Background: an optimization exercise with open tools, aiming at small area, a short achievable clock period and few clock cycles. Do not read the settings as production practice. RTL that was checked went through simulation tests only; none was proved equivalent to the original. No functional check of the RTL was part of runs 4 and 5. No driver is modelled on the clock port, so clock power and skew are understated where the tree is cut down; a real chip needs a root buffer or a tree. Power figures rest on the tool's default switching activity, not on a simulated workload.

[flow/design.v]
module lcd_ctrl(clk, reset, datain, cmd, cmd_valid, dataout, output_valid, busy);
input           clk;
input           reset;
input   [7:0]   datain;
input   [2:0]   cmd;
input           cmd_valid;
output  reg [7:0] dataout;
output  reg     output_valid;
output  reg     busy;
reg  [7:0] p [0:35];     
reg        loading;      
reg  [1:0] wr, wc;       
reg  [3:0] pq;           
reg  [1:0] pm;
reg        qv;           
reg        rd;           
reg  [3:0] rcnt;         
reg  [3:0] rq;           
integer i;
reg [7:0] g0, g1, g2, tap;
always @* begin
  case (rq[1:0])
    2'd0: begin g0 = p[0];  g1 = p[12]; g2 = p[24]; end
    2'd1: begin g0 = p[3];  g1 = p[15]; g2 = p[27]; end
    2'd2: begin g0 = p[6];  g1 = p[18]; g2 = p[30]; end
    default: begin g0 = p[9]; g1 = p[21]; g2 = p[33]; end
  endcase
  tap = rq[3] ? g2 : rq[2] ? g1 : g0;
end
wire       m0  = (pm == 2'd0);
wire       m2  = (pm == 2'd2);
reg [3:0] qm1, qm2, qm3, qp1, qp2;
integer k;
always @* begin
  qm1 = 4'd0; qm2 = 4'd0; qm3 = 4'd0; qp1 = 4'd0; qp2 = 4'd0;
  for (k = 0; k < 12; k = k + 1)
    if (pq == k) begin
      qm1 = (k + 11) % 12; qm2 = (k + 10) % 12; qm3 = (k + 9) % 12;
      qp1 = (k + 1) % 12;  qp2 = (k + 2) % 12;
    end
end
wire [1:0] pm_dec = m0 ? 2'd2 : {1'b0, pm[1]};           
wire [3:0] pq_dec = m0 ? qm1 : pq;
wire [1:0] pm_lf  = {pm[0], ~pm[1] & ~pm[0]};          
wire [3:0] pq_lf  = m2 ? pq : qm1;
wire [3:0] pq_up  = m0 ? qm3 : qm2;
wire [3:0] pq_dn  = m0 ? qp1 : qp2;
wire acc   = cmd_valid & ~busy;
wire s_ld  = acc & (cmd == 3'd1);
wire s_rt  = acc & (cmd == 3'd2) & (wc != 2'd3);
wire s_lf  = acc & (cmd == 3'd3) & (wc != 2'd0);
wire s_up  = acc & cmd[2] & ~cmd[0] & (wr != 2'd0);
wire s_dn  = acc & cmd[2] &  cmd[0] & (wr != 2'd3);
wire s_st  = ~(s_ld | s_rt | s_lf | s_up | s_dn);
wire [3:0] npq = ({4{s_ld}} & 4'd4) | ({4{s_rt}} & pq) | ({4{s_lf}} & pq_lf) |
                 ({4{s_up}} & pq_up) | ({4{s_dn}} & pq_dn) | ({4{s_st}} & pq_dec);
wire [1:0] npm = ({2{s_ld}} & 2'd2) | ({2{s_rt}} & pm) | ({2{s_lf}} & pm_lf) |
                 ({2{s_up | s_dn | s_st}} & pm_dec);
reg [3:0] rq_inc, rcnt_inc;
always @* begin
  rq_inc = 4'd0; rcnt_inc = 4'd0;
  for (k = 0; k < 12; k = k + 1)
    if (rq == k) rq_inc = (k + 1) % 12;
  for (k = 0; k < 8; k = k + 1)
    if (rcnt == k) rcnt_inc = k + 1;
end
wire last    = (rcnt == 4'd8);
wire free    = ~rd | last;
wire start   = qv & free & (pm == 2'd1);
wire ldpulse = loading & (((pq == 4'd11) & ~m2) | ((pq == 4'd10) & m2) |
                          ((pq == 4'd9)  & ~m2) | ((pq == 4'd8)  & m2) |
                          ((pq == 4'd7)  & ~m2) | ((pq == 4'd6)  & m2));
wire ldend   = (pq == 4'd5) & m0;
reg        nrd;
reg  [3:0] nrcnt, nrq;
always @* begin
  nrd = rd; nrcnt = rcnt; nrq = rq;
  if (reset) begin
    nrd = 1'b0;
    nrcnt = 4'd8;
  end else if (start) begin
    nrd = 1'b1;
    nrcnt = 4'd0;
    nrq = pq;
  end else if (rd & ~last) begin
    nrcnt = rcnt_inc;
    if (rcnt == 4'd2 || rcnt == 4'd5)
      nrq = rq_inc;
  end else begin
    nrd = ldpulse;
    if (ldpulse) nrq = 4'd11;
  end
end
wire unsafe = nrd & (((nrq == 4'd8)  & (nrcnt < 4'd2)) |
                     ((nrq == 4'd9)  & (nrcnt < 4'd3)) |
                     ((nrq == 4'd10) & ((nrcnt < 4'd2) | (nrcnt == 4'd3) | (nrcnt == 4'd4))));
wire       nload = ~reset & (s_ld | (loading & ~ldend));
wire       nqv   = ~reset & ((acc & ~(cmd == 3'd1)) | (qv & ~start));
always @(posedge clk) begin
  for (i = 0; i < 35; i = i + 1)
    p[i] <= p[i+1];
  p[35] <= loading ? datain : p[0];
  dataout <= tap;
  loading <= nload;
  qv      <= nqv;
  busy    <= nload | nqv | unsafe;
  output_valid <= ~reset & rd;
  pq <= npq;
  pm <= npm;
  if (s_ld) begin
    wr <= 2'd2; wc <= 2'd2;
  end else begin
    if (s_rt) wc <= {wc[1] ^ wc[0], ~wc[0]};
    if (s_lf) wc <= {wc[1] ^ ~wc[0], ~wc[0]};
    if (s_up) wr <= {wr[1] ^ ~wr[0], ~wr[0]};
    if (s_dn) wr <= {wr[1] ^ wr[0], ~wr[0]};
  end
  rd   <= nrd;
  rcnt <= nrcnt;
  rq   <= nrq;
end
endmodule
[flow/flow/run.sh]
#!/bin/bash
set -euo pipefail
export CTS_ARGS="-sink_clustering_enable -repair_clock_nets -dont_use_dummy_load -buf_list sky130_fd_sc_hd__clkbuf_16 -sink_clustering_size 30 -sink_clustering_max_diameter 200 -sink_buffer_max_cap_derate 0.12"
export BUFFER_PORTS_ARGS="-buffer_cell sky130_fd_sc_hd__buf_2"
bash standard.sh > standard.log 2>&1
[flow/standard.sh]
#!/bin/bash
# synth_recipe.tcl (not shown) runs the flow's synth.tcl, then flattens the netlist and writes it again
# the make line also repeats each setting of config.mk as NAME=value (left out here)
make -C /OpenROAD-flow-scripts/flow DESIGN_CONFIG=/design/flow/config.mk WORK_HOME=/design/flow/orfs CLKGATE_MAP_FILE= SYNTH_SCRIPT=/design/flow/synth_recipe.tcl "${@:-finish}"
[flow/config.mk]
export PLATFORM = sky130hd
export DESIGN_NAME = lcd_ctrl
export DESIGN_NICKNAME = lcd_ctrl
export VERILOG_FILES = /design/flow/design.v
export SDC_FILE = /design/flow/constraint.sdc
export NUM_CORES = 4
export LEC_CHECK = 0
export ABC_CLOCK_PERIOD_IN_PS = 2000
export CAP_MARGIN = 20
export CORE_MARGIN = 2
export CORE_UTILIZATION = 40
export SETUP_SLACK_MARGIN = 3.5
export SLEW_MARGIN = 20
[flow/constraint.sdc]
create_clock -name core_clock -period 5.5 [get_ports {clk}]
set_input_delay 1.1000 -clock core_clock [delete_from_list [all_inputs] [get_ports {clk}]]
set_output_delay 1.1000 -clock core_clock [all_outputs]
set_load 0.01 [all_outputs]
==> reports/summary.txt, run 1 <==
status - timing/DRC/antenna clean
top cells by area, synth - dfxtp_1 (76%), mux4_2 (5.9%), o21ai_0 (1.8%), mux2i_1 (1.4%), mux2_2 (1.2%)
H-tree lvl count - 1
post-route cell area - 9470 um^2
RR Endpoint - busy
Final setup violation count - 0
routed vias - 4,291
Worst VDD drop - 286 uV
worst slack, placed - 2.77 ns
Reg clk slew, reported paths - 0.11 ns
Tot GR Track Use - 0.124
Worst R2R Setup Slack - 3.49 ns
fin nets - 639
final max-slew violation count - 0
Pleak - 3.68 nW
area grow syn2layout - 13.2%
Post-synth EDFFs - 0
Worst Path Buf+Inv - 1
die area - 22,100 um^2
WP data required - 4.40 ns
register area share after synthesis - 0.763
crit path launch - busy
worst reg2reg startpoint - rcnt[2]
Clock Path Buffers - 3
PwrDens - 448 nW/um^2
first-pass GRT wire length - 22,200 um
setup ws final - 3.45 ns
synthesized flop and latch total - 319
grt total ovfl - 0
Crit. End Element - output pin
CP max FO - 3
total CTS buffers - 14
Fmax achieved - 489 MHz
Synth area leader - dfxtp_1
Reg power frac - 0.623
Routed wire per std cell - 15.3 um
DR iter-0 viols - 179
post-detail-place hpwl - 8090 um
Fill cells - 1,749
Final Hold Violating Endpoints - 0
synthesized area per cell - 14.4 um^2
IO Pins - 24
mapped cell area - 8370 um^2
Routed WL - 13,700 um
crit path to - busy
vias in the first global route - 4,395
chain of cells forming the critical path - buf_6
Int Pwr - 3.15 mW
clock root cell - clkbuf_16
share of cells above drive strength 1 - 0.218
Worst slew margin - 0.607
Antenna Nets Post-Route - 0
die width - 149 um
Worst-Skew Late Latency - 0.49 ns
stages on the worst setup path - 1
final worst path period share - 0.372
unrepaired setup endpoints after global routing - yes
critical path launch point type - register
DRC errors left - 0
clock share of power - 0.256
Register Area - 6410 um^2
Core Rows - 52
post-synth top area share - 0.763
via/cell ratio - 4.81
switching share of power - 0.259
main flop type after synthesis - dfxtp_1
family with the most delay on the worst path - flip-flops
initial core utilization - 0.411
Critical Path Max Stage Delay - 0.37 ns
CP max stage cell - dfxtp_2
Antenna Cells - 0
fraction of registers with async set/reset - 0
initial antenna violation count - 0
type of the worst min-delay path - register to register
Placer Congestion - 0.821
I/O Buffers - 23
worst slew pin tran - 0.589 ns
CP Class - register to output pin
P_sw - 1.10 mW
maxcap violations - 0
largest net degree at the start of global routing - 34
placed cell areas - 8750 um^2
syn nets - 596
clock net sink count - 319
CTS tree - yes
Worst Path Arrival - 0.95 ns
Total Negative Setup Slacks - 0 ns
Comb power frac - 0.121
Ys Warns - 2
clk_skew - 0.0287 ns
FF-to-FF path depth - 7
multi-input logic area - 1950 um^2
core area - 20,400 um^2
min Tclk post-route - 2.05 ns
Worst Hold Slack - 0.301 ns
Yosys cell types - 56
Syn Inst Count - 582
Pre-antenna DRT Iters - 4
chip height - 149 um
-- worst reg2reg max path, delay by kind of cell (launching register included) --
kind	cells	cell delay (ns)
DFF	1	0.38
muxes	1	0.16
and+or+nand+nor	2	0.67
AOI/OAI and AO/OA	4	0.69
-- state kept, by name, summed over array words and instances, names as in the netlist --
name,flops
busy,1
dataout,8
loading,1
output_valid,1
p,288
pm,2
pq,4
qv,1
rcnt,4
rd,1
rq,4
wc,2
wr,2
-- routing by layer --
metal  wire length [um]  vias to the layer above  global-route usage  part of all wire
met5                  0                        -                   0                 0
met4                333                        0              0.0400             0.024
met3                593                       34              0.0209             0.043
met2               6290                      112               0.200              0.46
met1               6490                     2056               0.170              0.47
li1                   -                     2089                   -                 -
-- stage by stage --
stage,util,instances,power [mW]
floorplan,-,582,2.99
detailed placement,0.430,855,3.13
CTS,0.453,878,4.23
global route,0.465,893,4.45
global placement,0.430,855,3.11
finish,0.465,893,4.25
-- layout make-up --
type,count,area share
Inverter,12,0.00515
Tap cell,270,0.0357
Sequential cell,319,0.677
Clock buffer,14,0.0370
Timing Repair Buffer,48,0.0395
Multi-Input combinational cell,230,0.206
-- kinds of logic after synthesis --
| kind of cell | synth area share |
|---|---|
| muxes | 0.0856 |
| and+or+nand+nor | 0.0575 |
| xor gates and xnor gates | 0.00419 |
| buffers and inverters | 0.0200 |
| AOI/OAI and AO/OA | 0.0698 |
| DFF | 0.763 |
-- synth_stat cells (all sizes together) (2+ instances only) --
master	number
nor3	12
and2	3
nor2b	4
o31ai	2
o21a	2
nand2b	4
dfxtp	319
mux2i	12
buf	11
o21bai	3
nand3	7
and3b	2
a21oi	17
inv	12
nor4b	2
nor2	25
nand3b	2
a311oi	2
o22ai	3
clkbuf	10
a22oi	8
mux2	9
nand2	24
a221oi	4
o21ai	31
a2111oi	2
nand4	2
xnor2	3
a31oi	3
a32oi	2
nor3b	2
mux4	22
a31o	2
a32o	2
-- worst min-delay path by stage --
stage               end     start  depth (start not counted)  slack, ns
4_1_cts        p[15][0]  p[16][0]                          0       0.30
6_report       p[15][0]  p[16][0]                          0       0.30
5_1_grt        p[15][0]  p[16][0]                          0       0.30
3_5_place_dp    p[0][3]   p[1][3]                          0       0.31
2_1_floorplan   p[0][0]   p[1][0]                          0       0.31
3_3_place_gp   p[21][4]  p[22][4]                          0       0.31
-- power groups by stage --
| stage | Clock [mW] | Sequential, mW | Combinational [mW] |
|---|---|---|---|
| after floorplan | 0 | 2.54 | 0.444 |
| after global placement | 0 | 2.68 | 0.430 |
| after detailed placement | 0 | 2.69 | 0.444 |
| after CTS | 1.13 | 2.64 | 0.460 |
| after global routing | 1.21 | 2.68 | 0.556 |
| final | 1.09 | 2.65 | 0.512 |
-- placed cells by master, fill, tap and decap left out, types with 4 or more instances in the layout --
cell       synthesis  layout
dfxtp_1          319     306
inv_1             12      11
buf_6              4       5
buf_2              5      17
nand2_1           24      24
mux2i_1           12      12
buf_4              1      22
a22oi_1            8       7
o21ai_0           30      27
nor3_1            10       7
nor2_1            25      24
mux2_2             9       9
dfxtp_2            0       9
mux4_2            22      22
nor2b_2            0       4
clkbuf_16          0      14
a21oi_1           16      15
dfxtp_4            0       4
nand3_1            7       7
-- repair_timing --
item / CTS / global route
setup buffers: 9 / 15
resized for setup: 16 / 40
pin swaps: 6 / 15
gates cloned: 0 / 0
endpoints found under the setup margin: 23 / 16
hold buffers: 0 / 0
Testbench counts, summed over its fixed seeds: cycles 12,106.
==> inputs of run 2 (changes only) <==
==> flow/flow/run.sh (replaced) <==
#!/bin/bash
set -euo pipefail
export CTS_ARGS="-sink_clustering_enable -repair_clock_nets -dont_use_dummy_load -buf_list sky130_fd_sc_hd__clkbuf_16 -sink_clustering_size 24 -sink_clustering_max_diameter 200 -sink_buffer_max_cap_derate 0.12"
bash standard.sh > standard.log 2>&1
--- a/flow/config.mk
+++ b/flow/config.mk
@@ -9,5 +9,5 @@
 export CAP_MARGIN = 20
 export CORE_MARGIN = 2
 export CORE_UTILIZATION = 40
-export SETUP_SLACK_MARGIN = 3.5
+export SETUP_SLACK_MARGIN = 3.3
 export SLEW_MARGIN = 20
==> reports/summary.txt, run 2 <==
FF-to-FF path depth - 6 (-1)
fin nets - 628 (-1.7%)
Worst R2R Setup Slack - 3.43 ns (-0.06 ns)
setup ws final - 3.35 ns (-0.108 ns)
synthesized area per cell - 14.4 um^2 (unchanged)
Core Rows - 52 (unchanged)
CP max stage cell - dlygate4sd2_1
Tot GR Track Use - 0.124 (+0.000396)
Worst-Skew Late Latency - 0.48 ns (about the same)
Pleak - 3.61 nW (-2.0%)
min Tclk post-route - 2.15 ns (+0.108 ns)
routed vias - 4,208 (-1.9%)
Antenna Cells - 0 (unchanged)
unrepaired setup endpoints after global routing - yes
Regs by FF count - p: 288 flops, dataout: 8 flops
via/cell ratio - 4.77 (-0.71%)
Fill cells - 1,791 (+2.4%)
chain of cells forming the critical path - dlygate4sd2_1 -> inv_2 -> a32oi_1 -> o31a_1 -> mux2i_1 -> o21ai_1
Worst VDD drop - 241 uV (-16%)
RR Endpoint - busy
type of the worst min-delay path - register to register
CP Class - input pin to register
post-detail-place hpwl - 8040 um (-0.53%)
top cells by area, synth - dfxtp_1 (76%), mux4_2 (5.9%), o21ai_0 (1.8%), mux2i_1 (1.4%), mux2_2 (1.2%)
initial core utilization - 0.411 (unchanged)
Pwr Total - 4.32 mW (+1.7%)
hold depth - 0 (unchanged)
clock root cell - clkbuf_16
Worst Hold End - p[1][0]
IO Pins - 24 (unchanged)
Final setup violation count - 0 (unchanged)
DR iter-0 viols - 197 (+10%)
most common cell after layout, fill and taps aside - dfxtp_1
Routed wire per std cell - 15.3 um (-0.46%)
HP Start - p[2][0]
Routed WL - 13,500 um (-1.7%)
core area - 20,400 um^2 (unchanged)
total CTS buffers - 17 (+3)
most common cell in the netlist - dfxtp_1
Clock Path Buffers - 3 (unchanged)
clock net sink count - 319 (unchanged)
Placer Congestion - 0.776 (-5.5%)
syn nets - 596 (unchanged)
chip height - 149 um (unchanged)
largest net degree at the start of global routing - 34 (unchanged)
Finished Layout Cells - 882 (-1.2%)
die width - 149 um (unchanged)
register area share after synthesis - 0.763 (unchanged)
Reg clk slew, reported paths - 0.10 ns (about the same)
I/O Buffers - 23 (unchanged)
critical path launch point type - input pin
status - timing/DRC/antenna clean
Worst slew margin - 0.423 (-0.185)
Post-synth EDFFs - 0 (unchanged)
first-pass GRT wire length - 22,200 um (about the same)
H-tree lvl count - 1 (unchanged)
Synth area leader - dfxtp_1
main flop type after synthesis - dfxtp_1
WP data required - 5.88 ns (+1.48 ns)
most frequent cells in the layout - dfxtp_1 (314), o21ai_0 (26), nor2_1 (25)
Syn Inst Count - 582 (unchanged)
Worst Hold Slack - 0.279 ns (-0.0222 ns)
maxcap violations - 0 (unchanged)
synthesized flop and latch total - 319 (unchanged)
initial antenna violation count - 0 (unchanged)
Synth top cells by count - dfxtp_1 (319), o21ai_0 (30), nor2_1 (25)
vias in the first global route - 4,296 (-2.3%)
Ys Warns - 2 (unchanged)
Final Hold Violating Endpoints - 0 (unchanged)
Critical Path Max Stage Delay - 0.50 ns (+0.13 ns)
die area - 22,100 um^2 (unchanged)
post-synth top area share - 0.763 (unchanged)
PwrDens - 459 nW/um^2 (+2.4%)
Worst Path Arrival - 2.54 ns (+1.59 ns)
worst slack, placed - 2.36 ns (-0.413 ns)
CTS tree - yes
max reg flops - 288 (unchanged)
DRC errors left - 0 (unchanged)
fraction of registers with async set/reset - 0 (unchanged)
share of cells above drive strength 1 - 0.139 (-0.0794)
clk_skew - 0.0386 ns (+0.00989 ns)
Top reg by flops - p
CP max FO - 12 (+9)
Inst Count DP - 855 (unchanged)
area grow syn2layout - 12.4%
mapped cell area - 8370 um^2 (unchanged)
worst reg2reg startpoint - rq[3]
Antenna Nets Post-Route - 0 (unchanged)
worst slew pin tran - 0.865 ns (+0.276 ns)
final max-slew violation count - 0 (unchanged)
final worst path period share - 0.392 (+0.0197)
grt total ovfl - 0 (unchanged)
Yosys cell types - 56 (unchanged)
Fmax achieved - 464 MHz (-5.0%)
Crit. End Element - register
Pre-antenna DRT Iters - 4 (unchanged)
Total Negative Setup Slacks - 0 ns (unchanged)
-- run 2: cell counts after synthesis --
Identical to the previous run, type by type.
-- run 2: through the flow --
stage / area [um^2] / utilization
floorplan: 8430 / -
finish: 9410 / 0.462
detailed placement: 8860 / 0.435
global placement: 8860 / 0.435
CTS: 9360 / 0.460
global route: 9410 / 0.462
-- run 2: layer usage --
metal | part of all wire | GRT usage | wire length (um) | vias to the layer above
li1 | - | - | - | 2059
met4 | 0.019 | 0.0371 | 261 | 0
met2 | 0.46 | 0.200 | 6250 | 79
met1 | 0.48 | 0.172 | 6470 | 2046
met5 | 0 | 0 | 0 | -
met3 | 0.036 | 0.0212 | 488 | 24
-- run 2: report_power, final --
part           switching, mW  total, mW  internal [mW]
logic                  0.245      0.484          0.239
registers              0.204       2.64           2.43
clock network          0.647       1.20          0.554
-- run 2: area by class of cell --
class | instances | area [um^2] | share of cell area
flip-flops and latches | 319 | 6390 | 0.680
clock buffers | 17 | 425 | 0.0452
multi-input cells | 230 | 1890 | 0.201
repair buffers | 34 | 308 | 0.0327
well taps | 270 | 338 | 0.0359
inverters | 12 | 48.8 | 0.00519
-- run 2: worst max path at each step --
stage	start	slack, ns	cells after the start	end
after global placement	cmd[2]	2.39	7	pq[3]
after CTS	cmd[2]	3.28	7	pq[0]
after detailed placement	cmd[0]	2.36	7	pq[3]
after floorplan	cmd[2]	3.01	7	pq[3]
final	reset	3.35	6	busy
after global routing	reset	3.28	6	busy
-- run 2: repair_timing --
| action | in CTS | in global routing |
|---|---|---|
| pin swaps | 4 | 2 |
| cloned | 0 | 0 |
| setup endpoints to repair | 21 | 13 |
| gates resized for setup | 28 | 23 |
| buffers inserted | 7 | 3 |
| hold buffers | 0 | 0 |
-- run 2: critical path: cells and delay by family --
kind                   cells  cell delay, ns
AOI/OAI and AO/OA          3            0.55
muxes                      1            0.23
buffers and inverters      2            0.66
-- run 2: logic make-up (layout without fill, tap and decap cells) --
| group | count (synthesis) | in the layout | share of synthesized area |
|---|---|---|---|
| DFF | 319 | 319 | 0.763 |
| and+or+nand+nor | 94 | 94 | 0.0575 |
| AOI/OAI and AO/OA | 89 | 89 | 0.0698 |
| muxes | 43 | 43 | 0.0856 |
| buffers and inverters | 33 | 63 | 0.0200 |
| xor gates and xnor gates | 4 | 4 | 0.00419 |
==> inputs of run 3 (changes only) <==
==> flow/flow/run.sh (replaced) <==
#!/bin/bash
set -euo pipefail
export CTS_ARGS="-sink_clustering_enable -repair_clock_nets -dont_use_dummy_load -buf_list sky130_fd_sc_hd__clkbuf_16 -sink_clustering_size 30 -sink_clustering_max_diameter 200 -sink_buffer_max_cap_derate 0.12"
export BUFFER_PORTS_ARGS="-buffer_cell sky130_fd_sc_hd__buf_2"
export POST_CTS_TCL="$(pwd)/flow/post_cts.tcl"
bash standard.sh > standard.log 2>&1
==> flow/flow/post_cts.tcl (new file) <==
set block [ord::get_db_block]
set clknet [[$block findBTerm clk] getNet]
set roots {}
foreach it [$clknet getITerms] { lappend roots [$it getInst] }
if {[llength $roots] == 1} {
  set root [lindex $roots 0]
  set onet [[$root findITerm X] getNet]
  set loads {}
  foreach it [$onet getITerms] {
    if {[$it getInst] != $root} { lappend loads $it }
  }
  if {[llength $loads] <= 4} {
    puts "post_cts: removing clock root buffer [$root getName], [llength $loads] loads move to the clock port"
    foreach it $loads { $it disconnect; $it connect $clknet }
    odb::dbInst_destroy $root
    odb::dbNet_destroy $onet
    estimate_parasitics -placement
    repair_timing_helper
    detailed_placement
    check_placement -verbose
  }
}
--- a/flow/config.mk
+++ b/flow/config.mk
@@ -9,5 +9,5 @@
 export CAP_MARGIN = 20
 export CORE_MARGIN = 2
 export CORE_UTILIZATION = 40
-export SETUP_SLACK_MARGIN = 3.3
+export SETUP_SLACK_MARGIN = 3.5
 export SLEW_MARGIN = 20
==> reports/summary.txt, run 3 <==
status - timing/DRC/antenna clean
Inst Count DP - 855 (unchanged)
Top reg by flops - p
met3 Use GR - 0.0218 (+0.000613)
most frequent cells in the layout - dfxtp_1 (306), o21ai_0 (26), nand2_1 (24), nor2_1 (24), mux4_2 (22)
Tot GR Track Use - 0.124 (+0.000339)
WP data required - 5.78 ns (-0.10 ns)
multi-input logic area - 1930 um^2 (+2.0%)
Worst Hold End - p[15][0]
initial antenna violation count - 0 (unchanged)
GR Layer Usage met2 - 0.202 (+0.00231)
IO Pins - 24 (unchanged)
most common cell after layout, fill and taps aside - dfxtp_1
I/O Buffers - 23 (unchanged)
initial core utilization - 0.411 (unchanged)
Regs by FF count - p: 288 flops, dataout: 8 flops
Final Hold Violating Endpoints - 0 (unchanged)
Critical Path Max Stage Delay - 0.56 ns (+0.06 ns)
PwrDens - 447 nW/um^2 (-2.6%)
die area - 22,100 um^2 (unchanged)
Antenna Nets Post-Route - 0 (unchanged)
Worst Path Arrival - 2.40 ns (-0.14 ns)
CP max stage cell - or4_4
synthesized area per cell - 14.4 um^2 (unchanged)
chain of cells forming the critical path - buf_12 -> nand3b_1 -> nor3_4 -> or4_4 -> o21ai_2 -> a221oi_2 -> o21ai_1
unrepaired setup endpoints after global routing - yes
type of the worst min-delay path - register to register
clock net sink count - 319 (unchanged)
Worst Path Buf+Inv - 1 (-1)
CP Class - input pin to register
register area share after synthesis - 0.763 (unchanged)
Worst slew margin - 0.610 (+0.187)
post-detail-place hpwl - 8090 um (+0.53%)
GRT busiest layer - met2
CP max FO - 4 (-8)
Syn Inst Count - 582 (unchanged)
syn nets - 596 (unchanged)
Finished Layout Cells - 884 (+0.23%)
family with the most delay on the worst path - simple AND/OR/NAND/NOR gates
synthesized flop and latch total - 319 (unchanged)
most common cell in the netlist - dfxtp_1
DR iter-0 viols - 161 (-18%)
Worst Hold Slack - 0.301 ns (+0.0225 ns)
area grow syn2layout - 11.8%
Pleak - 3.62 nW (+0.34%)
Antenna Cells - 0 (unchanged)
routed vias - 4,245 (+0.88%)
die width - 149 um (unchanged)
Total Negative Setup Slacks - 0 ns (unchanged)
final worst path period share - 0.386 (-0.00524)
Routed WL - 13,500 um (+0.13%)
Ys Warns - 2 (unchanged)
Pre-antenna DRT Iters - 5 (+1)
DRC errors left - 0 (unchanged)
mapped cell area - 8370 um^2 (unchanged)
Crit. End Element - register
grt met1 use - 0.169 (-0.00303)
hold depth - 0 (unchanged)
clk_skew - 0.0275 ns (-0.0112 ns)
Fill cells - 1,764 (-1.5%)
first-pass GRT wire length - 22,400 um (+1.0%)
core area - 20,400 um^2 (unchanged)
post-synth top area share - 0.763 (unchanged)
critical path launch point type - input pin
final max-slew violation count - 0 (unchanged)
Fmax achieved - 471 MHz (+1.4%)
Core Rows - 52 (unchanged)
Reg clk slew, reported paths - 0.11 ns (about the same)
fraction of registers with async set/reset - 0 (unchanged)
Worst R2R Setup Slack - 3.49 ns (+0.06 ns)
max reg flops - 288 (unchanged)
vias in the first global route - 4,492 (+4.6%)
HP Start - p[16][0]
Worst-Skew Late Latency - 0.36 ns (-0.12 ns)
grt total ovfl - 0 (unchanged)
worst slew pin tran - 0.585 ns (-0.280 ns)
RR Endpoint - busy
share of cells above drive strength 1 - 0.204 (+0.0647)
Final setup violation count - 0 (unchanged)
Yosys cell types - 56 (unchanged)
Placer Congestion - 0.821 (+5.8%)
via/cell ratio - 4.80 (+0.65%)
Register Area - 6410 um^2 (+0.23%)
worst reg2reg startpoint - rcnt[0]
largest net degree at the start of global routing - 34 (unchanged)
main flop type after synthesis - dfxtp_1
Synth top cells by count - dfxtp_1 (319), o21ai_0 (30), nor2_1 (25)
chip height - 149 um (unchanged)
Post-synth EDFFs - 0 (unchanged)
FF-to-FF path depth - 7 (+1)
Worst VDD drop - 286 uV (+19%)
Synth area leader - dfxtp_1
min Tclk post-route - 2.13 ns (-0.0288 ns)
top cells by area, synth - dfxtp_1 (76%), mux4_2 (5.9%), o21ai_0 (1.8%), mux2i_1 (1.4%), mux2_2 (1.2%)
Routed wire per std cell - 15.3 um (about the same)
fin nets - 630 (+0.32%)
maxcap violations - 0 (unchanged)
[run 3: metrics by stage]
step            util  setup WS [ns]  cell area [um^2]  total power, mW
2_1_floorplan      -           3.01              8440             2.99
3_3_place_gp   0.430           2.87              8750             3.11
3_5_place_dp   0.430           2.77              8750             3.13
5_1_grt        0.460           3.34              9360             4.39
6_report       0.460           3.37              9360             4.19
[run 3: metal layers]
| layer | wire [um] | vias to the layer above |
|---|---|---|
| li1 | - | 2073 |
| met1 | 6410 | 2023 |
| met2 | 6110 | 112 |
| met3 | 602 | 37 |
| met4 | 375 | 0 |
| met5 | 0 | - |
[run 3: cells by family after synthesis]
| logic type | share of synthesized area |
|---|---|
| multiplexers | 0.0856 |
| XOR/XNOR | 0.00419 |
| AND/OR/NAND/NOR | 0.0575 |
| buffers and inverters | 0.0200 |
| flip-flops | 0.763 |
| AO/OA/AOI/OAI | 0.0698 |
[run 3: layout make-up]
cell class,instances,area share
inverter,12,0.00521
timing repair buffer,40,0.0329
tap,270,0.0361
sequential,319,0.685
clock buffer,13,0.0347
multi-input combinational,230,0.206
[run 3: how the worst max path moves through the flow]
| stage | start | to | slack, ns | cells past startpoint |
|---|---|---|---|---|
| floorplan | cmd[2] | pq[3] | 3.01 | 7 |
| global placement | cmd[2] | pq[3] | 2.87 | 7 |
| detailed placement | cmd[2] | pq[3] | 2.77 | 7 |
| global route | cmd[0] | pq[0] | 3.34 | 7 |
| finish | cmd[0] | pq[3] | 3.37 | 7 |
[run 3: power breakdown]
group	internal, mW	switching (mW)
logic	0.243	0.255
registers	2.43	0.211
clock network	0.430	0.613
==> inputs of run 4 (changes only) <==
--- a/flow/design.v
+++ b/flow/design.v
@@ -66,10 +66,7 @@
 end
 wire last    = (rcnt == 4'd8);
 wire free    = ~rd | last;
-wire start   = qv & free & (pm == 2'd1);
-wire ldpulse = loading & (((pq == 4'd11) & ~m2) | ((pq == 4'd10) & m2) |
-                          ((pq == 4'd9)  & ~m2) | ((pq == 4'd8)  & m2) |
-                          ((pq == 4'd7)  & ~m2) | ((pq == 4'd6)  & m2));
+wire start   = qv & free & (pm == 2'd1) & (~loading | (pq == 4'd9));
 wire ldend   = (pq == 4'd5) & m0;
 reg        nrd;
 reg  [3:0] nrcnt, nrq;
@@ -87,15 +84,16 @@
     if (rcnt == 4'd2 || rcnt == 4'd5)
       nrq = rq_inc;
   end else begin
-    nrd = ldpulse;
-    if (ldpulse) nrq = 4'd11;
+    nrd = 1'b0;
   end
 end
 wire unsafe = nrd & (((nrq == 4'd8)  & (nrcnt < 4'd2)) |
                      ((nrq == 4'd9)  & (nrcnt < 4'd3)) |
                      ((nrq == 4'd10) & ((nrcnt < 4'd2) | (nrcnt == 4'd3) | (nrcnt == 4'd4))));
+wire early = qv & ~start & (pm == 2'd2) & (~rd | last | (rcnt == 4'd7)) &
+             ~loading & ~((pq == 4'd8) | (pq == 4'd9) | (pq == 4'd10));
 wire       nload = ~reset & (s_ld | (loading & ~ldend));
-wire       nqv   = ~reset & ((acc & ~(cmd == 3'd1)) | (qv & ~start));
+wire       nqv   = ~reset & (acc | (qv & ~start));
 always @(posedge clk) begin
   for (i = 0; i < 35; i = i + 1)
     p[i] <= p[i+1];
@@ -103,7 +101,7 @@
   dataout <= tap;
   loading <= nload;
   qv      <= nqv;
-  busy    <= nload | nqv | unsafe;
+  busy    <= nload | (nqv & ~(~acc & early)) | unsafe;
   output_valid <= ~reset & rd;
   pq <= npq;
   pm <= npm;
==> reports/summary.txt, run 4 <==
largest net degree at the start of global routing - 31 (-8.8%)
DRC errors left - 0 (unchanged)
final max-slew violation count - 0 (unchanged)
main flop type after synthesis - dfxtp_1
critical path launch point type - register
WP data required - 5.79 ns (about the same)
core area - 20,800 um^2 (+2.2%)
min Tclk post-route - 2.18 ns (+0.0559 ns)
maxcap violations - 0 (unchanged)
Antenna Nets Post-Route - 0 (unchanged)
Synth top cells by count - dfxtp_1 (319), nand2_1 (26), mux4_2 (24)
routed wl met3 - 462 um (-23%)
Syn Inst Count - 577 (-0.86%)
Core Rows - 53 (+1.9%)
CP Class - register to register
Total Negative Setup Slacks - 0 ns (unchanged)
Final setup violation count - 0 (unchanged)
clk_skew - 0.0620 ns (+0.0346 ns)
post-detail-place hpwl - 7780 um (-3.8%)
FF-to-FF path depth - 7 (unchanged)
Worst VDD drop - 299 uV (+4.6%)
Placer Congestion - 0.786 (-4.2%)
via/cell ratio - 4.73 (-1.4%)
max reg flops - 288 (unchanged)
fraction of registers with async set/reset - 0 (unchanged)
I/O Buffers - 23 (unchanged)
Worst-Skew Late Latency - 0.37 ns (about the same)
crit path to - busy
final worst path period share - 0.397 (+0.0102)
initial core utilization - 0.404 (-0.00712)
clock net sink count - 319 (unchanged)
Antenna Cells - 0 (unchanged)
Reg clk slew, reported paths - 0.13 ns (+0.02 ns)
synthesized area per cell - 14.6 um^2 (+1.3%)
top routing layer in use - met4
Crit. End Element - register
most frequent cells in the layout - dfxtp_1 (303), nand2_1 (25), mux4_2 (24)
area grow syn2layout - 13.0%
routed vias - 4,190 (-1.3%)
vias in the first global route - 4,249 (-5.4%)
Top reg by flops - p
Final Hold Violating Endpoints - 0 (unchanged)
Routed WL - 13,500 um (about the same)
Regs by FF count - p: 288 flops, dataout: 8 flops
Post-synth EDFFs - 0 (unchanged)
first-pass GRT wire length - 22,100 um (-1.7%)
post-synth top area share - 0.759 (-0.00363)
mapped cell area - 8410 um^2 (+0.48%)
Pre-antenna DRT Iters - 4 (-1)
Synth area leader - dfxtp_1
syn nets - 591 (-0.84%)
crit path launch - rcnt[1]
Worst Path Arrival - 2.48 ns (+0.08 ns)
CP max stage cell - or4b_4
share of cells above drive strength 1 - 0.225 (+0.0210)
stages on the worst setup path - 7 (unchanged)
die area - 22,200 um^2 (+0.46%)
Pleak - 3.66 nW (+0.99%)
type of the worst min-delay path - register to register
fin nets - 626 (-0.63%)
Tot GR Track Use - 0.123 (-0.00154)
chip height - 149 um (+0.23%)
DR WL met2 - 6220 um (+1.8%)
Routed wire per std cell - 15.3 um (about the same)
worst slew pin tran - 0.583 ns (-0.00238 ns)
initial antenna violation count - 0 (unchanged)
most common cell after layout, fill and taps aside - dfxtp_1
M1 WL - 6650 um (+3.7%)
DR iter-0 viols - 211 (+31%)
Critical Path Max Stage Delay - 0.56 ns (about the same)
Ys Warns - 2 (unchanged)
family with the most delay on the worst path - compound AO/OA/AOI/OAI gates
most common cell in the netlist - dfxtp_1
register area share after synthesis - 0.759 (-0.00363)
worst reg2reg startpoint - rcnt[1]
synthesized flop and latch total - 319 (unchanged)
status - timing/DRC/antenna clean
PwrDens - 463 nW/um^2 (+3.5%)
Yosys cell types - 62 (+11%)
Worst R2R Setup Slack - 3.32 ns (-0.17 ns)
top cells by area, synth - dfxtp_1 (76%), mux4_2 (6.4%), mux2i_1 (1.7%), nand2_1 (1.2%), o21ai_0 (1.1%)
chain of cells forming the critical path - or4b_4 -> a221oi_4 -> buf_6 -> o21ai_2 -> a2111oi_4 -> o21ai_1 -> a22oi_2
Worst slew margin - 0.612 (+0.00159)
Fill cells - 1,865 (+5.7%)
die width - 149 um (+0.23%)
Worst Path Buf+Inv - 1 (unchanged)
RR Endpoint - busy
unrepaired setup endpoints after global routing - yes
IO Pins - 24 (unchanged)
Fmax achieved - 458 MHz (-2.6%)
grt total ovfl - 0 (unchanged)
CP max FO - 8 (+4)
utilization after layout - 0.456 (-0.00344)
[run 4: layer usage]
| metal | up-vias | global-route usage |
|---|---|---|
| met5 | - | 0 |
| met4 | 0 | 0.0295 |
| met3 | 16 | 0.0199 |
| met2 | 63 | 0.195 |
| met1 | 2062 | 0.177 |
| li1 | 2049 | - |
[run 4: logic make-up after synthesis]
group                  after synthesis  share of synthesized area
flip-flops                         319                      0.759
AND/OR/NAND/NOR                     91                     0.0588
AO/OA/AOI/OAI                       84                     0.0701
multiplexers                        46                     0.0916
buffers and inverters               34                     0.0173
XOR/XNOR                             3                    0.00312
[run 4: worst min path at each step]
stage / from / endpoint / slack, ns / depth (start not counted)
floorplan: p[1][0] / p[0][0] / 0.31 / 0
global placement: p[17][2] / p[16][2] / 0.31 / 0
detailed placement: p[22][2] / p[21][2] / 0.31 / 0
global route: p[25][6] / p[24][6] / 0.31 / 0
finish: p[28][7] / p[27][7] / 0.30 / 0
[run 4: where the power goes]
part | internal (mW) | switching, mW | total, mW
Clock | 0.430 | 0.618 | 1.05
Sequential | 2.47 | 0.246 | 2.72
Combinational | 0.348 | 0.282 | 0.630
[run 4: layout make-up]
type | instances | area (um^2) | share of cell area
flip-flops and latches | 319 | 6410 | 0.675
multi-input cells | 224 | 2010 | 0.212
repair buffers | 44 | 370 | 0.0390
well taps | 275 | 344 | 0.0362
clock buffers | 13 | 325 | 0.0342
inverters | 10 | 37.5 | 0.00395
[run 4: stage by stage]
stage | setup slack (ns) | area [um^2] | instances | power, mW | hold slack, ns
6_report | 3.32 | 9500 | 885 | 4.40 | 0.298
5_1_grt | 3.23 | 9500 | 885 | 4.62 | 0.306
3_5_place_dp | 2.84 | 8810 | 852 | 3.31 | 0.312
3_3_place_gp | 2.86 | 8810 | 852 | 3.31 | 0.311
2_1_floorplan | 3.16 | 8500 | 577 | 3.14 | 0.310
==> inputs of run 5 (changes only) <==
==> flow/flow/run.sh (replaced) <==
#!/bin/bash
set -euo pipefail
export CTS_ARGS="-sink_clustering_enable -repair_clock_nets -dont_use_dummy_load -buf_list sky130_fd_sc_hd__clkbuf_16 -sink_clustering_size 30 -sink_clustering_max_diameter 200 -sink_buffer_max_cap_derate 0.12"
export BUFFER_PORTS_ARGS="-buffer_cell sky130_fd_sc_hd__buf_2"
bash standard.sh > standard.log 2>&1
removed: flow/flow/post_cts.tcl
==> reports/summary.txt, run 5 <==
status - timing/DRC/antenna clean
Routed wire per std cell - 15.4 um (+0.68%)
most common cell after layout, fill and taps aside - dfxtp_1
post-detail-place hpwl - 7780 um (unchanged)
final worst path period share - 0.396 (-0.000965)
hold buffers post-CTS - 0
largest net degree at the start of global routing - 31 (unchanged)
worst slack, placed - 2.84 ns (unchanged)
hold depth - 0 (unchanged)
via/cell ratio - 4.74 (+0.16%)
maxcap violations - 0 (unchanged)
initial core utilization - 0.404 (unchanged)
Post-synth EDFFs - 0 (unchanged)
GRT busiest layer - met2
most frequent cells in the layout - dfxtp_1 (302), nand2_1 (25), mux4_2 (24)
GR Layer Usage met2 - 0.192 (-0.00253)
Comb power frac - 0.139 (-0.004)
Final setup violation count - 0 (unchanged)
HP Start - p[28][7]
Antenna Cells - 0 (unchanged)
PwrDens - 469 nW/um^2 (+1.3%)
max reg flops - 288 (unchanged)
DRC errors left - 0 (unchanged)
Worst-Skew Late Latency - 0.50 ns (+0.13 ns)
worst reg2reg startpoint - rcnt[1]
post-route cell area - 9460 um^2 (-0.47%)
grt total ovfl - 0 (unchanged)
type of the worst min-delay path - register to register
top cells by area, synth - dfxtp_1 (76%), mux4_2 (6.4%), mux2i_1 (1.7%), nand2_1 (1.2%), o21ai_0 (1.1%)
Finished Layout Cells - 880 (-0.56%)
Worst Path Buf+Inv - 1 (unchanged)
Reg clk slew, reported paths - 0.12 ns (about the same)
share of cells above drive strength 1 - 0.217 (-0.00806)
Routed WL - 13,500 um (+0.11%)
setup ws final - 3.32 ns (+0.00531 ns)
register area share after synthesis - 0.759 (unchanged)
Tot GR Track Use - 0.123 (+0.000132)
Pre-antenna DRT Iters - 4 (unchanged)
min Tclk post-route - 2.18 ns (-0.00531 ns)
critical path launch point type - register
Worst Path Arrival - 2.60 ns (+0.12 ns)
most common cell in the netlist - dfxtp_1
initial antenna violation count - 0 (unchanged)
routed vias - 4,173 (-0.41%)
Clock Path Buffers - 3
Total Negative Setup Slacks - 0 ns (unchanged)
P_sw - 1.16 mW (+1.3%)
synthesized flop and latch total - 319 (unchanged)
RR Endpoint - busy
Worst slew margin - 0.599 (-0.0129)
Top reg by flops - p
FF-to-FF path depth - 7 (unchanged)
syn nets - 591 (unchanged)
vias in the first global route - 4,200 (-1.2%)
met3 Use GR - 0.0211 (+0.00122)
area grow syn2layout - 12.4%
DR iter-0 viols - 214 (+1.4%)
clk_skew - 0.0635 ns (+0.00143 ns)
CTS tree - yes
total CTS buffers - 14
family with the most delay on the worst path - simple AND/OR/NAND/NOR gates
die area - 22,200 um^2 (unchanged)
CP max stage cell - or4b_4
worst slew pin tran - 0.602 ns (+0.0193 ns)
IO Pins - 24 (unchanged)
Inst Count DP - 852 (unchanged)
Reg power frac - 0.614 (-0.004)
fraction of registers with async set/reset - 0 (unchanged)
Pleak - 3.63 nW (-0.65%)
Int Pwr - 3.27 mW (+0.65%)
Placer Congestion - 0.786 (unchanged)
first-pass GRT wire length - 21,900 um (-0.72%)
clock net sink count - 319 (unchanged)
main flop type after synthesis - dfxtp_1
clock share of power - 0.247 (+0.009)
H-tree lvl count - 1
Crit. End Element - register
unrepaired setup endpoints after global routing - yes
placed cell areas - 8810 um^2 (unchanged)
Fmax achieved - 460 MHz (+0.24%)
Syn Inst Count - 577 (unchanged)
utilization after layout - 0.454 (-0.00216)
Worst Hold End - p[27][7]
chain of cells forming the critical path - or4b_4 -> a221oi_4 -> buf_6 -> and3_4 -> a211oi_2 -> o31a_1 -> a22oi_2
I/O Buffers - 23 (unchanged)
die width - 149 um (unchanged)
core area - 20,800 um^2 (unchanged)
mapped cell area - 8410 um^2 (unchanged)
post-synth top area share - 0.759 (unchanged)
chip height - 149 um (unchanged)
Ys Warns - 2 (unchanged)
Synth area leader - dfxtp_1
Synth top cells by count - dfxtp_1 (319), nand2_1 (26), mux4_2 (24)
Regs by FF count - p: 288 flops, dataout: 8 flops
CP Class - register to register
WP data required - 5.93 ns (+0.14 ns)
synthesized area per cell - 14.6 um^2 (unchanged)
CP max FO - 8 (unchanged)
Core Rows - 53 (unchanged)
Yosys cell types - 62 (unchanged)
Antenna Nets Post-Route - 0 (unchanged)
switching share of power - 0.262 (+0.00135)
Worst VDD drop - 299 uV (-0.13%)
Critical Path Max Stage Delay - 0.56 ns (about the same)
final max-slew violation count - 0 (unchanged)
Worst R2R Setup Slack - 3.32 ns (about the same)
clock root cell - clkbuf_16
grt met1 use - 0.176 (-0.000397)
fin nets - 621 (-0.80%)
Final Hold Violating Endpoints - 0 (unchanged)
-- run 5: area by class of cell --
| class | count | area (um^2) |
|---|---|---|
| clock buffer | 14 | 350 |
| fill | 1868 | 11400 |
| inverter | 10 | 37.5 |
| multi-input combinational | 224 | 2000 |
| sequential | 319 | 6410 |
| tap | 275 | 344 |
| timing repair buffer | 38 | 312 |
-- run 5: cells by family (layout without fill, tap and decap cells) --
logic type,count (synthesis),after routing,share of synthesized area
flip-flops,319,319,0.759
XOR/XNOR,3,3,0.00312
multiplexers,46,46,0.0916
AND/OR/NAND/NOR,91,91,0.0588
buffers and inverters,34,62,0.0173
AO/OA/AOI/OAI,84,84,0.0701
-- run 5: worst max-delay path by stage --
| stage | from | endpoint | slack, ns | cells past startpoint |
|---|---|---|---|---|
| 2_1_floorplan | cmd[0] | pq[3] | 3.16 | 7 |
| 3_3_place_gp | cmd[0] | pq[3] | 2.86 | 7 |
| 3_5_place_dp | cmd_valid | pq[1] | 2.84 | 6 |
| 4_1_cts | rcnt[1] | busy | 3.38 | 7 |
| 5_1_grt | rcnt[1] | busy | 3.25 | 7 |
| 6_report | rcnt[1] | busy | 3.32 | 7 |
-- run 5: worst register-to-register path, cell delays in order (launching register included) --
cell and delay [ns]:
dfxtp_4 0.36, or4b_4 0.56, a221oi_4 0.30, buf_6 0.18, and3_4 0.23, a211oi_2 0.06, o31a_1 0.27, a22oi_2 0.15
-- run 5: per-stage QoR --
| stage | total power, mW | hold WS (ns) |
|---|---|---|
| floorplan | 3.14 | 0.310 |
| global placement | 3.31 | 0.311 |
| detailed placement | 3.31 | 0.312 |
| CTS | 4.45 | 0.297 |
| global route | 4.65 | 0.306 |
| finish | 4.43 | 0.297 |
-- run 5: power groups by stage --
stage / registers (mW) / logic [mW] / clock network (mW)
detailed placement: 2.77 / 0.549 / 0
floorplan: 2.59 / 0.549 / 0
global route: 2.76 / 0.678 / 1.22
CTS: 2.72 / 0.588 / 1.14
global placement: 2.76 / 0.551 / 0
finish: 2.72 / 0.615 / 1.10
-- run 5: timing repair --
action                                  4_1_cts  5_1_grt
gates cloned                                  0        1
endpoints found under the setup margin       27       23
pin swaps                                     9        9
resized for setup                            31       19
setup buffers                                 9        4
-- run 5: metal layers --
layer / part of all wire / up-vias
met5: 0 / -
met4: 0.015 / 0
met3: 0.032 / 18
met2: 0.46 / 59
met1: 0.49 / 2054
li1: - / 2042
==> inputs of run 6 (changes only) <==
--- a/flow/design.v
+++ b/flow/design.v
@@ -64,8 +64,8 @@
   for (k = 0; k < 8; k = k + 1)
     if (rcnt == k) rcnt_inc = k + 1;
 end
-wire last    = (rcnt == 4'd8);
-wire free    = ~rd | last;
+wire last    = rcnt[3];
+wire free    = last;
 wire start   = qv & free & (pm == 2'd1) & (~loading | (pq == 4'd9));
 wire ldend   = (pq == 4'd5) & m0;
 reg        nrd;
@@ -87,11 +87,13 @@
     nrd = 1'b0;
   end
 end
-wire unsafe = nrd & (((nrq == 4'd8)  & (nrcnt < 4'd2)) |
-                     ((nrq == 4'd9)  & (nrcnt < 4'd3)) |
-                     ((nrq == 4'd10) & ((nrcnt < 4'd2) | (nrcnt == 4'd3) | (nrcnt == 4'd4))));
-wire early = qv & ~start & (pm == 2'd2) & (~rd | last | (rcnt == 4'd7)) &
-             ~loading & ~((pq == 4'd8) | (pq == 4'd9) | (pq == 4'd10));
+wire unsafe_st = (pq == 4'd8) | (pq == 4'd9) | (pq == 4'd10);
+wire unsafe_rd = rd & (((rq == 4'd8) & (rcnt == 4'd0)) |
+                       ((rq == 4'd9) & (rcnt <= 4'd2)) |
+                       ((rq == 4'd10) & ((rcnt == 4'd0) | (rcnt == 4'd3))));
+wire unsafe = start ? unsafe_st : unsafe_rd;
+wire early = qv & (pm == 2'd2) & (last | (rcnt[2] & rcnt[1] & rcnt[0])) &
+             ~loading & ~unsafe_st;
 wire       nload = ~reset & (s_ld | (loading & ~ldend));
 wire       nqv   = ~reset & (acc | (qv & ~start));
 always @(posedge clk) begin
@@ -101,7 +103,7 @@
   dataout <= tap;
   loading <= nload;
   qv      <= nqv;
-  busy    <= nload | (nqv & ~(~acc & early)) | unsafe;
+  busy    <= ~reset & (acc | (loading & ~ldend) | (qv & ~start & ~early) | unsafe);
   output_valid <= ~reset & rd;
   pq <= npq;
   pm <= npm;
==> reports/summary.txt, run 6 <==
routed wl met3 - 378 um (-14%)
Crit. End Element - output pin
CP max stage cell - dfxtp_2
vias in the first global route - 3,893 (-7.3%)
Worst slew margin - 0.445 (-0.154)
most common cell in the netlist - dfxtp_1
fin nets - 593 (-4.5%)
most frequent cells in the layout - dfxtp_1 (303), nand2_1 (24), mux4_2 (24)
Inst Count DP - 827 (-2.9%)
DRC errors left - 0 (unchanged)
clock root cell - clkbuf_16
chain of cells forming the critical path - buf_6
M1 WL - 6570 um (-1.5%)
Synth top cells by count - dfxtp_1 (315), mux4_2 (24), nand2_1 (24)
compound-gate portion of the synthesized area - 0.0562 (-0.0139)
clk_skew - 0.0249 ns (-0.0386 ns)
WP data required - 4.40 ns (-1.53 ns)
I/O Buffers - 23 (unchanged)
max reg flops - 288 (unchanged)
IO Pins - 24 (unchanged)
Ys Warns - 2 (unchanged)
min Tclk post-route - 2.04 ns (-0.133 ns)
Antenna Nets Post-Route - 0 (unchanged)
Regs by FF count - p: 288 flops, dataout: 8 flops
first-pass GRT wire length - 20,700 um (-5.5%)
Clock Path Buffers - 3 (unchanged)
mapped cell area - 8380 um^2 (-0.40%)
Post-synth EDFFs - 4 (+4)
Pleak - 3.52 nW (-3.2%)
top routing layer in use - met4
H-tree lvl count - 1 (unchanged)
top cells by area, synth - dfxtp_1 (75%), mux4_2 (6.5%), edfxtp_1 (1.4%), mux2i_1 (1.1%), mux2_2 (1.1%)
unrepaired setup endpoints after global routing - yes
status - timing/DRC/antenna clean
Synth Area in Simple Gates - 0.0645 (+0.00576)
die width - 149 um (-0.19%)
Total Negative Setup Slacks - 0 ns (unchanged)
Worst Hold Slack - 0.303 ns (+0.00556 ns)
Critical Path Max Stage Delay - 0.37 ns (-0.19 ns)
largest family of logic cells by synthesized area - multiplexers
Worst VDD drop - 238 uV (-21%)
Yosys cell types - 63 (+1.6%)
initial antenna violation count - 0 (unchanged)
via/cell ratio - 4.66 (-1.7%)
Tot GR Track Use - 0.118 (-0.00534)
PwrDens - 437 nW/um^2 (-6.7%)
mux cell area share after synthesis - 0.0860 (-0.00560)
CP max FO - 2 (-6)
area grow syn2layout - 9.51%
synthesized flop and latch total - 319 (unchanged)
initial core utilization - 0.411 (+0.00743)
post-detail-place hpwl - 7530 um (-3.2%)
worst reg2reg startpoint - pq[0]
family with the most delay on the worst path - flip-flops
chip height - 149 um (-0.19%)
area share of xor/xnor cells in the synthesized design - 0.00627 (+0.00315)
largest net degree at the start of global routing - 31 (unchanged)
Finished Layout Cells - 847 (-3.8%)
Synth area leader - dfxtp_1
most common cell after layout, fill and taps aside - dfxtp_1
final worst path period share - 0.371 (-0.0241)
routed vias - 3,947 (-5.4%)
crit path to - busy
Reg clk slew, reported paths - 0.11 ns (about the same)
CTS tree - yes
register area share after synthesis - 0.767 (+0.00784)
clock net sink count - 319 (unchanged)
Core Rows - 52 (-1.9%)
placed cell areas - 8690 um^2 (-1.4%)
share of cells above drive strength 1 - 0.179 (-0.0380)
Antenna Cells - 0 (unchanged)
DR WL met2 - 5630 um (-9.5%)
CP Class - register to output pin
Worst Path Buf+Inv - 1 (unchanged)
Worst Path Arrival - 0.94 ns (-1.66 ns)
die area - 22,100 um^2 (-0.39%)
type of the worst min-delay path - register to register
grt total ovfl - 0 (unchanged)
core area - 20,400 um^2 (-2.2%)
crit path launch - busy
worst slew pin tran - 0.833 ns (+0.231 ns)
final max-slew violation count - 0 (unchanged)
Syn Inst Count - 559 (-3.1%)
Routed WL - 12,800 um (-5.4%)
main flop type after synthesis - dfxtp_1
Worst R2R Setup Slack - 3.64 ns (+0.32 ns)
Final setup violation count - 0 (unchanged)
Worst-Skew Late Latency - 0.48 ns (-0.02 ns)
Placer Congestion - 0.793 (+0.95%)
Final Hold Violating Endpoints - 0 (unchanged)
maxcap violations - 0 (unchanged)
Top reg by flops - p
critical path launch point type - register
DR iter-0 viols - 216 (+0.93%)
Pre-antenna DRT Iters - 4 (unchanged)
FF-to-FF path depth - 5 (-2)
fraction of registers with async set/reset - 0 (unchanged)
total CTS buffers - 14 (unchanged)
synthesized area per cell - 15.0 um^2 (+2.8%)
post-route cell area - 9180 um^2 (-3.0%)
Fmax achieved - 489 MHz (+6.5%)
stages on the worst setup path - 1 (-6)
RR Endpoint - pq[3]
post-synth top area share - 0.753 (-0.00650)
Post-Synth Adder-Cell Area - 0 (unchanged)
Routed wire per std cell - 15.1 um (-1.7%)
syn nets - 573 (-3.0%)
[run 6: cell count changes after synthesis, sizes merged, moves of 4 or more]
cell and delta:
dfxtp -4, edfxtp +4, buf +11, inv -7
mux2i -5, o21ai -7, clkbuf -8
[run 6: worst min path at each step]
stage,from,end,depth (start not counted)
floorplan,p[1][0],p[0][0],0
global placement,p[22][1],p[21][1],0
detailed placement,p[34][7],p[33][7],0
CTS,p[31][3],p[30][3],0
global route,p[26][0],p[25][0],0
finish,p[31][3],p[30][3],0
[run 6: layout make-up]
type	instances	area [um^2]
clock buffer	14	350
fill	1792	11200
inverter	3	11.3
multi-input combinational	210	1790
sequential	319	6440
tap	270	338
timing repair buffer	31	244
[run 6: timing repair]
| action | CTS | global route |
|---|---|---|
| resized for setup | 12 | 11 |
| gates cloned | 0 | 0 |
| buffers inserted | 5 | 1 |
| pin swaps | 0 | 0 |
| hold buffers | 0 | 0 |
| setup endpoints to repair | 25 | 19 |
[run 6: where the power goes]
| part | switching (mW) | internal (mW) | leakage, nW |
|---|---|---|---|
| Sequential | 0.127 | 2.43 | 2.60 |
| Combinational | 0.185 | 0.176 | 0.748 |
| Clock | 0.633 | 0.462 | 0.173 |
| Total | 0.945 | 3.07 | 3.52 |
[run 6: metal layers]
metal  up-vias  global-route usage
li1       1952                   -
met1      1936               0.178
met2        42               0.173
met3        17              0.0209
met4         0              0.0329
met5         -                   0
[run 6: logic make-up (layout without fill, tap and decap cells)]
logic type                count (synthesis)  after routing
and+or+nand+nor                          96             96
AOI/OAI and AO/OA                        67             67
DFF                                     319            319
buffers and inverters                    30             48
muxes                                    41             41
xor gates and xnor gates                  6              6
[run 6: per-stage QoR]
step                      setup slack [ns]  power, mW   util
final                                 3.46       4.01  0.451
after global routing                  3.42       4.20  0.451
after CTS                             3.43       4.05  0.448
after detailed placement              3.00       2.95  0.427
after global placement                3.02       2.94  0.427
after floorplan                       3.20       2.88      -
Testbench counts of run 6, summed over its fixed seeds: cycles 12,034.
==> inputs of run 7 (changes only) <==
==> flow/flow/run.sh (replaced) <==
#!/bin/bash
set -euo pipefail
export CTS_ARGS="-sink_clustering_enable -repair_clock_nets -dont_use_dummy_load -buf_list sky130_fd_sc_hd__clkbuf_16 -sink_clustering_size 30 -sink_clustering_max_diameter 200 -sink_buffer_max_cap_derate 0.12"
export BUFFER_PORTS_ARGS="-buffer_cell sky130_fd_sc_hd__buf_2"
export POST_CTS_TCL="$(pwd)/flow/post_cts.tcl"
bash standard.sh > standard.log 2>&1
==> flow/flow/post_cts.tcl (new file) <==
set block [ord::get_db_block]
set clknet [[$block findBTerm clk] getNet]
set roots {}
foreach it [$clknet getITerms] { lappend roots [$it getInst] }
if {[llength $roots] == 1} {
  set root [lindex $roots 0]
  set onet [[$root findITerm X] getNet]
  set loads {}
  foreach it [$onet getITerms] {
    if {[$it getInst] != $root} { lappend loads $it }
  }
  if {[llength $loads] <= 4} {
    puts "post_cts: removing clock root buffer [$root getName], [llength $loads] loads move to the clock port"
    foreach it $loads { $it disconnect; $it connect $clknet }
    odb::dbInst_destroy $root
    odb::dbNet_destroy $onet
    estimate_parasitics -placement
    repair_timing_helper
    detailed_placement
    check_placement -verbose
  }
}
==> reports/summary.txt, run 7 <==
status - timing/DRC/antenna clean
share of cells above drive strength 1 - 0.177 (-0.00173)
vias in the first global route - 3,881 (-0.31%)
post-synth top area share - 0.753 (unchanged)
synthesized area per cell - 15.0 um^2 (unchanged)
final worst path period share - 0.366 (-0.00568)
Pleak - 3.51 nW (-0.13%)
syn nets - 573 (unchanged)
Fmax achieved - 497 MHz (+1.6%)
Crit. End Element - register
unrepaired setup endpoints after global routing - yes
top cells by area, synth - dfxtp_1 (75%), mux4_2 (6.5%), edfxtp_1 (1.4%), mux2i_1 (1.1%), mux2_2 (1.1%)
first-pass GRT wire length - 20,700 um (-0.20%)
Tot GR Track Use - 0.117 (-0.000794)
I/O Buffers - 23 (unchanged)
Antenna Cells - 0 (unchanged)
Total Negative Setup Slacks - 0 ns (unchanged)
Antenna Nets Post-Route - 0 (unchanged)
fin nets - 593 (unchanged)
final max-slew violation count - 0 (unchanged)
DR iter-0 viols - 222 (+2.8%)
most frequent cells in the layout - dfxtp_1 (307), nand2_1 (24), mux4_2 (24)
DRC errors left - 0 (unchanged)
area grow syn2layout - 9.27%
Worst R2R Setup Slack - 3.65 ns (about the same)
die width - 149 um (unchanged)
largest net degree at the start of global routing - 31 (unchanged)
hold depth - 0 (unchanged)
Worst slew margin - 0.450 (+0.00514)
post-route cell area - 9160 um^2 (-0.22%)
IO Pins - 24 (unchanged)
Worst VDD drop - 238 uV (+0.16%)
core area - 20,400 um^2 (unchanged)
Synth top cells by count - dfxtp_1 (315), mux4_2 (24), nand2_1 (24)
initial core utilization - 0.411 (unchanged)
clock net sink count - 319 (unchanged)
Placer Congestion - 0.793 (unchanged)
placed cell areas - 8690 um^2 (unchanged)
main flop type after synthesis - dfxtp_1
chain of cells forming the critical path - buf_6 -> nand4bb_4 -> a211o_4 -> nand2_4 -> o211ai_2 -> or3_1
via/cell ratio - 4.68 (+0.48%)
die area - 22,100 um^2 (unchanged)
Register Area - 6440 um^2 (about the same)
chip height - 149 um (unchanged)
Regs by FF count - p: 288 flops, dataout: 8 flops
most common cell after layout, fill and taps aside - dfxtp_1
RR Endpoint - rq[1]
initial antenna violation count - 0 (unchanged)
top routing layer in use - met4
maxcap violations - 0 (unchanged)
Worst Path Arrival - 2.25 ns (+1.31 ns)
Top reg by flops - p
register area share after synthesis - 0.767 (unchanged)
Worst-Skew Late Latency - 0.35 ns (-0.13 ns)
min Tclk post-route - 2.01 ns (-0.0313 ns)
PwrDens - 434 nW/um^2 (-0.69%)
critical path launch point type - input pin
Synth area leader - dfxtp_1
Routed wire per std cell - 15.2 um (+0.39%)
CP max stage cell - a211o_4
Ys Warns - 2 (unchanged)
routed wl met3 - 412 um (+9.0%)
Reg clk slew, reported paths - 0.12 ns (about the same)
max reg flops - 288 (unchanged)
Critical Path Max Stage Delay - 0.34 ns (-0.03 ns)
CP Class - input pin to register
Final Hold Violating Endpoints - 0 (unchanged)
Final setup violation count - 0 (unchanged)
Worst Hold End - p[30][3]
post-detail-place hpwl - 7530 um (unchanged)
Post-synth EDFFs - 4 (unchanged)
HP Start - p[31][3]
WP data required - 5.74 ns (+1.34 ns)
type of the worst min-delay path - register to register
worst reg2reg startpoint - pq[2]
synthesized flop and latch total - 319 (unchanged)
M1 WL - 6610 um (+0.62%)
Pre-antenna DRT Iters - 4 (unchanged)
CP max FO - 11 (+9)
Worst Hold Slack - 0.303 ns (+0.00000800 ns)
FF-to-FF path depth - 5 (unchanged)
DR WL met2 - 5610 um (-0.23%)
mapped cell area - 8380 um^2 (unchanged)
multi-input logic area - 1800 um^2 (+0.77%)
Routed WL - 12,800 um (+0.39%)
Syn Inst Count - 559 (unchanged)
clk_skew - 0.0249 ns (-0.00000720 ns)
fraction of registers with async set/reset - 0 (unchanged)
worst slew pin tran - 0.825 ns (-0.00771 ns)
most common cell in the netlist - dfxtp_1
grt total ovfl - 0 (unchanged)
routed vias - 3,966 (+0.48%)
Yosys cell types - 63 (unchanged)
Core Rows - 52 (unchanged)
Fill cells - 1,792 (unchanged)
==> run 7: cell types whose count changed in the layout (fill, tap and decap cells not counted), moves of 3 or more <==
cell	delta
dfxtp_1	+4
buf_2	+3
buf_6	-3
dfxtp_2	-4
==> run 7: power by group <==
group | internal, mW | switching [mW] | total (mW) | leakage (nW)
clock network | 0.430 | 0.623 | 1.05 | 0.160
registers | 2.43 | 0.127 | 2.56 | 2.60
logic | 0.178 | 0.189 | 0.367 | 0.758
==> run 7: cells by family (layout without fill, tap and decap cells) <==
| family | count (synthesis) | after routing | share of synthesized area |
|---|---|---|---|
| simple gates | 96 | 96 | 0.0645 |
| xor+xnor | 6 | 6 | 0.00627 |
| compound gates | 67 | 67 | 0.0562 |
| flops | 319 | 319 | 0.767 |
| mux | 41 | 41 | 0.0860 |
| buf+inv | 30 | 48 | 0.0200 |
==> run 7: worst max-delay path by stage <==
stage / from / end / slack, ns / depth (start not counted)
after floorplan: cmd[2] / pq[1] / 3.20 / 6
after global placement: cmd[0] / pq[1] / 3.02 / 6
after detailed placement: cmd[0] / pq[0] / 3.00 / 6
after global routing: cmd[2] / pq[1] / 3.48 / 6
final: cmd[2] / pq[1] / 3.49 / 6
==> run 7: area by class of cell <==
class                      count  area share
multi-input combinational    210       0.197
clock buffer                  13      0.0355
sequential                   319       0.703
tap                          270      0.0369
inverter                       3     0.00123
timing repair buffer          32      0.0262
==> run 7: metrics by stage <==
stage / std cells / setup slack (ns) / utilization / total power [mW]
floorplan: 559 / 3.20 / - / 2.88
global placement: 827 / 3.02 / 0.427 / 2.94
detailed placement: 827 / 3.00 / 0.427 / 2.95
global route: 847 / 3.48 / 0.450 / 4.15
finish: 847 / 3.49 / 0.450 / 3.97
==> run 7: worst max-delay path, delay by kind of cell <==
kind	cells	cell delay (ns)
AO/OA/AOI/OAI	2	0.41
AND/OR/NAND/NOR	3	0.63
buffers and inverters	1	0.12
==> run 7: per-layer routing <==
metal	track usage	vias up
met5	0	-
met4	0.0286	0
met3	0.0199	15
met2	0.173	53
met1	0.178	1948
li1	-	1950
==> inputs of run 8 (changes only) <==
--- a/flow/config.mk
+++ b/flow/config.mk
@@ -8,6 +8,6 @@
 export ABC_CLOCK_PERIOD_IN_PS = 2000
 export CAP_MARGIN = 20
 export CORE_MARGIN = 2
-export CORE_UTILIZATION = 40
+export CORE_UTILIZATION = 55
 export SETUP_SLACK_MARGIN = 3.5
 export SLEW_MARGIN = 20
==> reports/summary.txt, run 8 <==
main flop type after synthesis - dfxtp_1
first-pass GRT wire length - 20,000 um (-3.4%)
clock share of power - 0.263 (-0.002)
Worst VDD drop - 235 uV (-1.1%)
status - timing/DRC/antenna clean
family with the most delay on the worst path - simple AND/OR/NAND/NOR gates
initial antenna violation count - 0 (unchanged)
worst slew pin tran - 0.845 ns (+0.0200 ns)
RR Endpoint - rq[3]
syn nets - 573 (unchanged)
fin nets - 592 (-0.17%)
Comb power frac - 0.092 (about the same)
Top reg by flops - p
CP Class - input pin to register
synthesized flop and latch total - 319 (unchanged)
routed vias - 3,933 (-0.83%)
critical path launch point type - input pin
WP data required - 5.74 ns (about the same)
worst slack, placed - 2.99 ns (-0.00376 ns)
fraction of registers with async set/reset - 0 (unchanged)
switching share of power - 0.233 (-0.00287)
Pre-antenna DRT Iters - 4 (unchanged)
die area - 16,200 um^2 (-27%)
IO Pins - 24 (unchanged)
final worst path period share - 0.365 (-0.000405)
chip height - 127 um (-14%)
grt total ovfl - 0 (unchanged)
clk_skew - 0.0265 ns (+0.00159 ns)
max reg flops - 288 (unchanged)
most common cell in the netlist - dfxtp_1
Final Hold Violating Endpoints - 0 (unchanged)
Worst Hold End - p[25][1]
Core Rows - 45 (-13%)
unrepaired setup endpoints after global routing - yes
Antenna Cells - 0 (unchanged)
top cells by area, synth - dfxtp_1 (75%), mux4_2 (6.5%), edfxtp_1 (1.4%), mux2i_1 (1.1%), mux2_2 (1.1%)
P_sw - 0.923 mW (-1.6%)
CP max stage cell - a211o_4
core area - 15,000 um^2 (-26%)
Fmax achieved - 498 MHz (+0.11%)
initial core utilization - 0.557 (+0.146)
worst reg2reg startpoint - pq[2]
Routed wire per std cell - 15.8 um (+4.6%)
CP max FO - 8 (-3)
register area share after synthesis - 0.767 (unchanged)
Reg clk slew, reported paths - 0.11 ns (about the same)
type of the worst min-delay path - register to register
DR iter-0 viols - 218 (-1.8%)
Antenna Nets Post-Route - 0 (unchanged)
largest net degree at the start of global routing - 31 (unchanged)
Fill cells - 1,169 (-35%)
share of cells above drive strength 1 - 0.179 (+0.00204)
Yosys cell types - 63 (unchanged)
placed cell areas - 8590 um^2 (-1.2%)
most frequent cells in the layout - dfxtp_1 (306), nand2_1 (24), mux4_2 (24)
clock net sink count - 319 (unchanged)
Worst slew margin - 0.437 (-0.0133)
Crit. End Element - register
FF-to-FF path depth - 5 (unchanged)
Worst R2R Setup Slack - 3.64 ns (about the same)
Int Pwr - 3.04 mW (unchanged)
area grow syn2layout - 8.12%
vias in the first global route - 3,872 (-0.23%)
Synth area leader - dfxtp_1
Worst-Skew Late Latency - 0.35 ns (about the same)
Pwr Total - 3.96 mW (-0.37%)
min Tclk post-route - 2.01 ns (-0.00223 ns)
I/O Buffers - 23 (unchanged)
Ys Warns - 2 (unchanged)
Critical Path Max Stage Delay - 0.34 ns (about the same)
DRC errors left - 0 (unchanged)
## run 8: cell counts after synthesis
No cell type changed its count.
## run 8: cell families after synthesis
family          count (synthesis)  share of synthesized area
compound gates                 67                     0.0562
xor+xnor                        6                    0.00627
buf+inv                        30                     0.0200
flops                         319                      0.767
mux                            41                     0.0860
simple gates                   96                     0.0645
## run 8: worst max-delay path by stage
stage / cells after the start / from / to / slack, ns
after floorplan: 6 / cmd[2] / pq[1] / 3.20
after global placement: 6 / cmd[0] / pq[1] / 3.04
after detailed placement: 6 / cmd[0] / pq[0] / 2.99
after global routing: 7 / cmd[2] / pq[2] / 3.45
final: 6 / cmd[2] / pq[1] / 3.49
## run 8: layer usage
metal / track usage / vias to the layer above / share of wire
met5: 0 / - / 0
met4: 0.0381 / 0 / 0.019
met3: 0.0251 / 22 / 0.031
met2: 0.236 / 58 / 0.44
met1: 0.228 / 1907 / 0.51
li1: - / 1946 / -
## run 8: layout make-up
class,count,area [um^2],share of cell area
clock buffer,13,325,0.0359
inverter,3,11.3,0.00124
multi-input combinational,210,1810,0.200
sequential,319,6440,0.711
tap,188,235,0.0260
timing repair buffer,31,238,0.0262
## run 8: worst reg2reg max path, cell delays in order (launching register included)
cell and delay, ns:
dfxtp_1 0.43, nand2b_1 0.24, o21ai_0 0.20, and4bb_4 0.39
a21oi_1 0.08, nor2_2 0.24
## run 8: power groups by stage
| stage | Combinational (mW) | Clock [mW] | Sequential [mW] |
|---|---|---|---|
| 2_1_floorplan | 0.351 | 0 | 2.53 |
| 3_3_place_gp | 0.335 | 0 | 2.60 |
| 3_5_place_dp | 0.341 | 0 | 2.60 |
| 5_1_grt | 0.406 | 1.16 | 2.57 |
| 6_report | 0.363 | 1.04 | 2.55 |
## run 8: stage by stage
| step | utilization | hold slack (ns) | instances |
|---|---|---|---|
| floorplan | - | 0.310 | 559 |
| global placement | 0.571 | 0.311 | 745 |
| detailed placement | 0.571 | 0.312 | 745 |
| global route | 0.603 | 0.313 | 764 |
| finish | 0.603 | 0.304 | 764 |

Setup slack of run 8, layout unchanged: 3.491 ns with ideal ports, 3.496 ns with driving cells assumed (clock clkbuf_16, inputs buf_2), 3.108 ns with port delays also shifted by the 0.388 ns mid clock arrival.
